Source: an optimization exercise on an open RTL-to-GDS flow (aim: small area). Production flows keep margins and buffers that such runs may drop.
The RTL was checked by simulation tests, not by an equivalence proof against the original design.
Power figures rest on the tool's default switching activity, not on a simulated workload.

lane 5:
// profir
module profir(
	input 			clock,
	input 			reset,
	input signed  [15:0] 	datain,
	input			din_enable,
	output         [5:0] 	coeffaddress,
	input signed  [35:0]	coeff0,
	input signed  [35:0]	coeff1,
	input signed  [35:0]	coeff2,
	input signed  [35:0]	coeff3,
	input signed  [35:0]	coeff4,
	input signed  [35:0]	coeff5,
	input signed  [35:0]	coeff6,
	input signed  [35:0]	coeff7,
	output signed [15:0]  dataout0,
	output signed [15:0]  dataout1,
	output signed [15:0]  dataout2,
	output signed [15:0]  dataout3,
	output signed [15:0]  dataout4,
	output signed [15:0]  dataout5,
	output signed [15:0]  dataout6,
	output signed [15:0]  dataout7
);
reg [15:0] ring [0:127];
reg [15:0] newx;
reg [6:0] tapidx;
reg [7:0] nvalid;
reg [6:0] remain;
reg [31:0] acc0, acc1, acc2, acc3, acc4, acc5, acc6, acc7;
wire [6:0] j = tapidx + {6'd0, din_enable};
wire t127 = (tapidx == 7'd127);
wire t0 = (tapidx == 7'd0);
wire busy = (remain != 7'd0);
wire jzero = din_enable ? t127 : t0;
wire [15:0] xnew = din_enable ? datain : newx;
wire [15:0] xm = jzero ? xnew : ring[127];
wire older = ({1'b0, tapidx} < nvalid);
wire use_x = din_enable ? (older | t127) : (older & busy);
wire [15:0] x = use_x ? xm : 16'd0;
wire busy_next = din_enable | (remain > 7'd1);
wire [6:0] jm1 = j - 7'd1;
wire [6:0] jnext = busy_next ? jm1 : j;
assign coeffaddress = jnext[6:1];
wire hi = tapidx[0] ^ ~busy;
wire keep = ~din_enable;
wire [17:0] m1 = {{2{x[15]}}, x};
wire [17:0] m2 = {x[15], x, 1'b0};
wire [17:0] m3 = m1 + m2;
wire [31:0] s0, s1, s2, s3, s4, s5, s6, s7;
profir_mac mac0(.x(x), .m1(m1), .m2(m2), .m3(m3), .c(hi ? coeff0[35:18] : coeff0[17:0]), .a({~(acc0[31:8] & {24{keep}}), acc0[7:0] | {8{~keep}}}), .y(s0));
profir_mac mac1(.x(x), .m1(m1), .m2(m2), .m3(m3), .c(hi ? coeff1[35:18] : coeff1[17:0]), .a({~(acc1[31:8] & {24{keep}}), acc1[7:0] | {8{~keep}}}), .y(s1));
profir_mac mac2(.x(x), .m1(m1), .m2(m2), .m3(m3), .c(hi ? coeff2[35:18] : coeff2[17:0]), .a({~(acc2[31:8] & {24{keep}}), acc2[7:0] | {8{~keep}}}), .y(s2));
profir_mac mac3(.x(x), .m1(m1), .m2(m2), .m3(m3), .c(hi ? coeff3[35:18] : coeff3[17:0]), .a({~(acc3[31:8] & {24{keep}}), acc3[7:0] | {8{~keep}}}), .y(s3));
  ...
Size in the first run: ~7300 cells after synthesis, roughly 440 I/O pins, roughly 0.10 mm² of cells after synthesis.
clock: 13.0 ns
lec_check: 0
cap_margin: 20
cell_pad_in_sites_detail_placement: 1
cell_pad_in_sites_global_placement: 1
core_margin: 2
core_utilization: 40
place_density: 0.5
slew_margin: 20
synth_hierarchical: 1
synth_minimum_keep_size: 0
standard.sh (not shown) runs the stock make flow with config.mk's settings and CLKGATE_MAP_FILE= SYNTH_SCRIPT=/design/flow/synth_recipe.tcl, a recipe that flattens the netlist after the stock synthesis.
==> flow/flow/run.sh <==
#!/bin/bash
# The standard layout (the standard.sh, which runs the standard synthesis and
# ORFS to the final layout) with two changes to how it is built:
#  - the port buffers that placement inserts are the smallest buffer cell;
#  - clock tree synthesis clusters more registers per leaf buffer and inserts no
#    dummy loads.
# ORFS writes each step's full log under orfs/logs; make's own output goes to
# flow_make.log here.
set -euo pipefail
cd "$(dirname "$0")/.."
export BUFFER_PORTS_ARGS="-buffer_cell sky130_fd_sc_hd__buf_1"
export CTS_ARGS="-sink_clustering_enable -repair_clock_nets -dont_use_dummy_load -sink_clustering_size 20 -sink_clustering_max_diameter 60 -buf_list {sky130_fd_sc_hd__clkbuf_8}"
bash standard.sh > flow_make.log 2>&1
No stage failed in lane 5, and the final checks on the layout all came back clean.
Modified inputs, lane 2 compared to lane 5
--- a/flow/design.v
+++ b/flow/design.v
@@ -32,34 +32,37 @@
 wire t127 = (tapidx == 7'd127);
 wire t0 = (tapidx == 7'd0);
 wire busy = (remain != 7'd0);
 wire jzero = din_enable ? t127 : t0;
 wire [15:0] xnew = din_enable ? datain : newx;
 wire [15:0] xm = jzero ? xnew : ring[127];
 wire older = ({1'b0, tapidx} < nvalid);
-wire use_x = din_enable ? (older | t127) : (older & busy);
-wire [15:0] x = use_x ? xm : 16'd0;
+wire sj = busy ? t0 : t127;
+wire [15:0] sxm = sj ? (busy ? newx : datain) : ring[127];
+wire s_use = busy ? older : (older | t127);
+wire [15:0] x = s_use ? sxm : 16'd0;
+wire act = busy | din_enable;
 wire busy_next = din_enable | (remain > 7'd1);
 wire [6:0] jm1 = j - 7'd1;
 wire [6:0] jnext = busy_next ? jm1 : j;
 assign coeffaddress = jnext[6:1];
 wire hi = tapidx[0] ^ ~busy;
 wire keep = ~din_enable;
 wire [17:0] m1 = {{2{x[15]}}, x};
 wire [17:0] m2 = {x[15], x, 1'b0};
 wire [17:0] m3 = m1 + m2;
 wire [31:0] s0, s1, s2, s3, s4, s5, s6, s7;
-profir_mac mac0(.x(x), .m1(m1), .m2(m2), .m3(m3), .c(hi ? coeff0[35:18] : coeff0[17:0]), .a({~(acc0[31:8] & {24{keep}}), acc0[7:0] | {8{~keep}}}), .y(s0));
-profir_mac mac1(.x(x), .m1(m1), .m2(m2), .m3(m3), .c(hi ? coeff1[35:18] : coeff1[17:0]), .a({~(acc1[31:8] & {24{keep}}), acc1[7:0] | {8{~keep}}}), .y(s1));
-profir_mac mac2(.x(x), .m1(m1), .m2(m2), .m3(m3), .c(hi ? coeff2[35:18] : coeff2[17:0]), .a({~(acc2[31:8] & {24{keep}}), acc2[7:0] | {8{~keep}}}), .y(s2));
-profir_mac mac3(.x(x), .m1(m1), .m2(m2), .m3(m3), .c(hi ? coeff3[35:18] : coeff3[17:0]), .a({~(acc3[31:8] & {24{keep}}), acc3[7:0] | {8{~keep}}}), .y(s3));
-profir_mac mac4(.x(x), .m1(m1), .m2(m2), .m3(m3), .c(hi ? coeff4[35:18] : coeff4[17:0]), .a({~(acc4[31:8] & {24{keep}}), acc4[7:0] | {8{~keep}}}), .y(s4));
-profir_mac mac5(.x(x), .m1(m1), .m2(m2), .m3(m3), .c(hi ? coeff5[35:18] : coeff5[17:0]), .a({~(acc5[31:8] & {24{keep}}), acc5[7:0] | {8{~keep}}}), .y(s5));
-profir_mac mac6(.x(x), .m1(m1), .m2(m2), .m3(m3), .c(hi ? coeff6[35:18] : coeff6[17:0]), .a({~(acc6[31:8] & {24{keep}}), acc6[7:0] | {8{~keep}}}), .y(s6));
-profir_mac mac7(.x(x), .m1(m1), .m2(m2), .m3(m3), .c(hi ? coeff7[35:18] : coeff7[17:0]), .a({~(acc7[31:8] & {24{keep}}), acc7[7:0] | {8{~keep}}}), .y(s7));
+profir_mac mac0(.x(x), .m1(m1), .m2(m2), .m3(m3), .cr(hi ? coeff0[35:18] : coeff0[17:0]), .a({~(acc0[31:8] & {24{keep}}), acc0[7:0] | {8{~keep}}}), .act(act), .y(s0));
+profir_mac mac1(.x(x), .m1(m1), .m2(m2), .m3(m3), .cr(hi ? coeff1[35:18] : coeff1[17:0]), .a({~(acc1[31:8] & {24{keep}}), acc1[7:0] | {8{~keep}}}), .act(act), .y(s1));
+profir_mac mac2(.x(x), .m1(m1), .m2(m2), .m3(m3), .cr(hi ? coeff2[35:18] : coeff2[17:0]), .a({~(acc2[31:8] & {24{keep}}), acc2[7:0] | {8{~keep}}}), .act(act), .y(s2));
+profir_mac mac3(.x(x), .m1(m1), .m2(m2), .m3(m3), .cr(hi ? coeff3[35:18] : coeff3[17:0]), .a({~(acc3[31:8] & {24{keep}}), acc3[7:0] | {8{~keep}}}), .act(act), .y(s3));
+profir_mac mac4(.x(x), .m1(m1), .m2(m2), .m3(m3), .cr(hi ? coeff4[35:18] : coeff4[17:0]), .a({~(acc4[31:8] & {24{keep}}), acc4[7:0] | {8{~keep}}}), .act(act), .y(s4));
+profir_mac mac5(.x(x), .m1(m1), .m2(m2), .m3(m3), .cr(hi ? coeff5[35:18] : coeff5[17:0]), .a({~(acc5[31:8] & {24{keep}}), acc5[7:0] | {8{~keep}}}), .act(act), .y(s5));
+profir_mac mac6(.x(x), .m1(m1), .m2(m2), .m3(m3), .cr(hi ? coeff6[35:18] : coeff6[17:0]), .a({~(acc6[31:8] & {24{keep}}), acc6[7:0] | {8{~keep}}}), .act(act), .y(s6));
+profir_mac mac7(.x(x), .m1(m1), .m2(m2), .m3(m3), .cr(hi ? coeff7[35:18] : coeff7[17:0]), .a({~(acc7[31:8] & {24{keep}}), acc7[7:0] | {8{~keep}}}), .act(act), .y(s7));
 integer i;
 always @(posedge clock)
 begin
 	for (i = 127; i > 0; i = i - 1)
 		ring[i] <= ring[i-1];
 	ring[0] <= xm;
 	if (din_enable)
@@ -96,18 +99,20 @@
 assign dataout7 = acc7[31:16];
 endmodule
 module profir_mac(
 	input  [15:0] x,
 	input  [17:0] m1,
 	input  [17:0] m2,
 	input  [17:0] m3,
-	input  [17:0] c,
+	input  [17:0] cr,
 	input  [31:0] a,
+	input         act,
 	output [31:0] y
 );
+	wire [17:0] c = cr & {18{act}};
 	wire e1_0 = ~c[1] & c[0];
 	wire e2_0 = c[1] & ~c[0];
 	wire e3_0 = c[1] & c[0];
 	wire pn0_0 = ~(c[0] & m1[0]);
 	wire pn0_1;
 	profir_pp pp0_1(.e1(e1_0), .e2(e2_0), .e3(e3_0), .a(m1[1]), .b(m2[1]), .c(m3[1]), .y(pn0_1));
 	wire pn0_2;
- Measured against each other, lane 2 and lane 5 differ in maximum single-stage delay on the critical path, the lower figure coming from lane 5.
- Lane 2 ends up with higher global-route usage than lane 5 does.
- When lane 2 is measured against lane 5, its summed instance area of the synthesized netlist turns out about 1.3% higher.
- Clock group share of total power came out lower on lane 2 than on lane 5.
- Of lane 2 and lane 5, the run reporting the higher overall power was lane 2.
- CTS buffer count grows slightly when moving from lane 5 to lane 2.
- First-pass GRT wire length (lane 2 over lane 5): increase, 1.9%
- Measured against each other, lane 2 and lane 5 differ in horizontal die dimension, the lower figure coming from lane 5.
- Looking at biggest fanout along the worst timing path, lane 2 sits below lane 5.
- Delta(area enclosed by the die boundary, lane 2 - lane 5) > 0
- [lane 2 vs lane 5] worst setup margin: higher in lane 2

[re-timing with driven ports]
Ports are ideal in the flow. The routed layouts listed here were re-timed in OpenROAD.
Step 1: set_driving_cell puts a clkbuf_16 on clock and a buf_2 on each other input, an assumption about the parent block.
Step 2 times the ports against the registers' clock, not the clock port: input delays grow and output delays shrink by t, the midpoint of the rising clock arrivals with the driver on.
Slacks: ideal ports / drivers / drivers and shift; pairs: ideal ports / drivers.
| run | shift t [ns] | slack for setup (ns) | hold slack, ns | worst register clock-pin slew, ns |
|---|---|---|---|---|
| lane 5 | 1.040 | 0.291 / 0.295 / -0.746 | 0.202 / 0.202 / 0.202 | 0.12 / 0.12 |
| lane 2 | 1.018 | 0.613 / 0.603 / -0.415 | 0.245 / 0.245 / 0.245 | 0.12 / 0.12 |
Met with ideal ports but missed after step 2: setup timing in lane 5 and lane 2. The setup slack of lane 5, which loses most, moves by +0.004 ns with the drivers and by -1.037 ns with both steps.
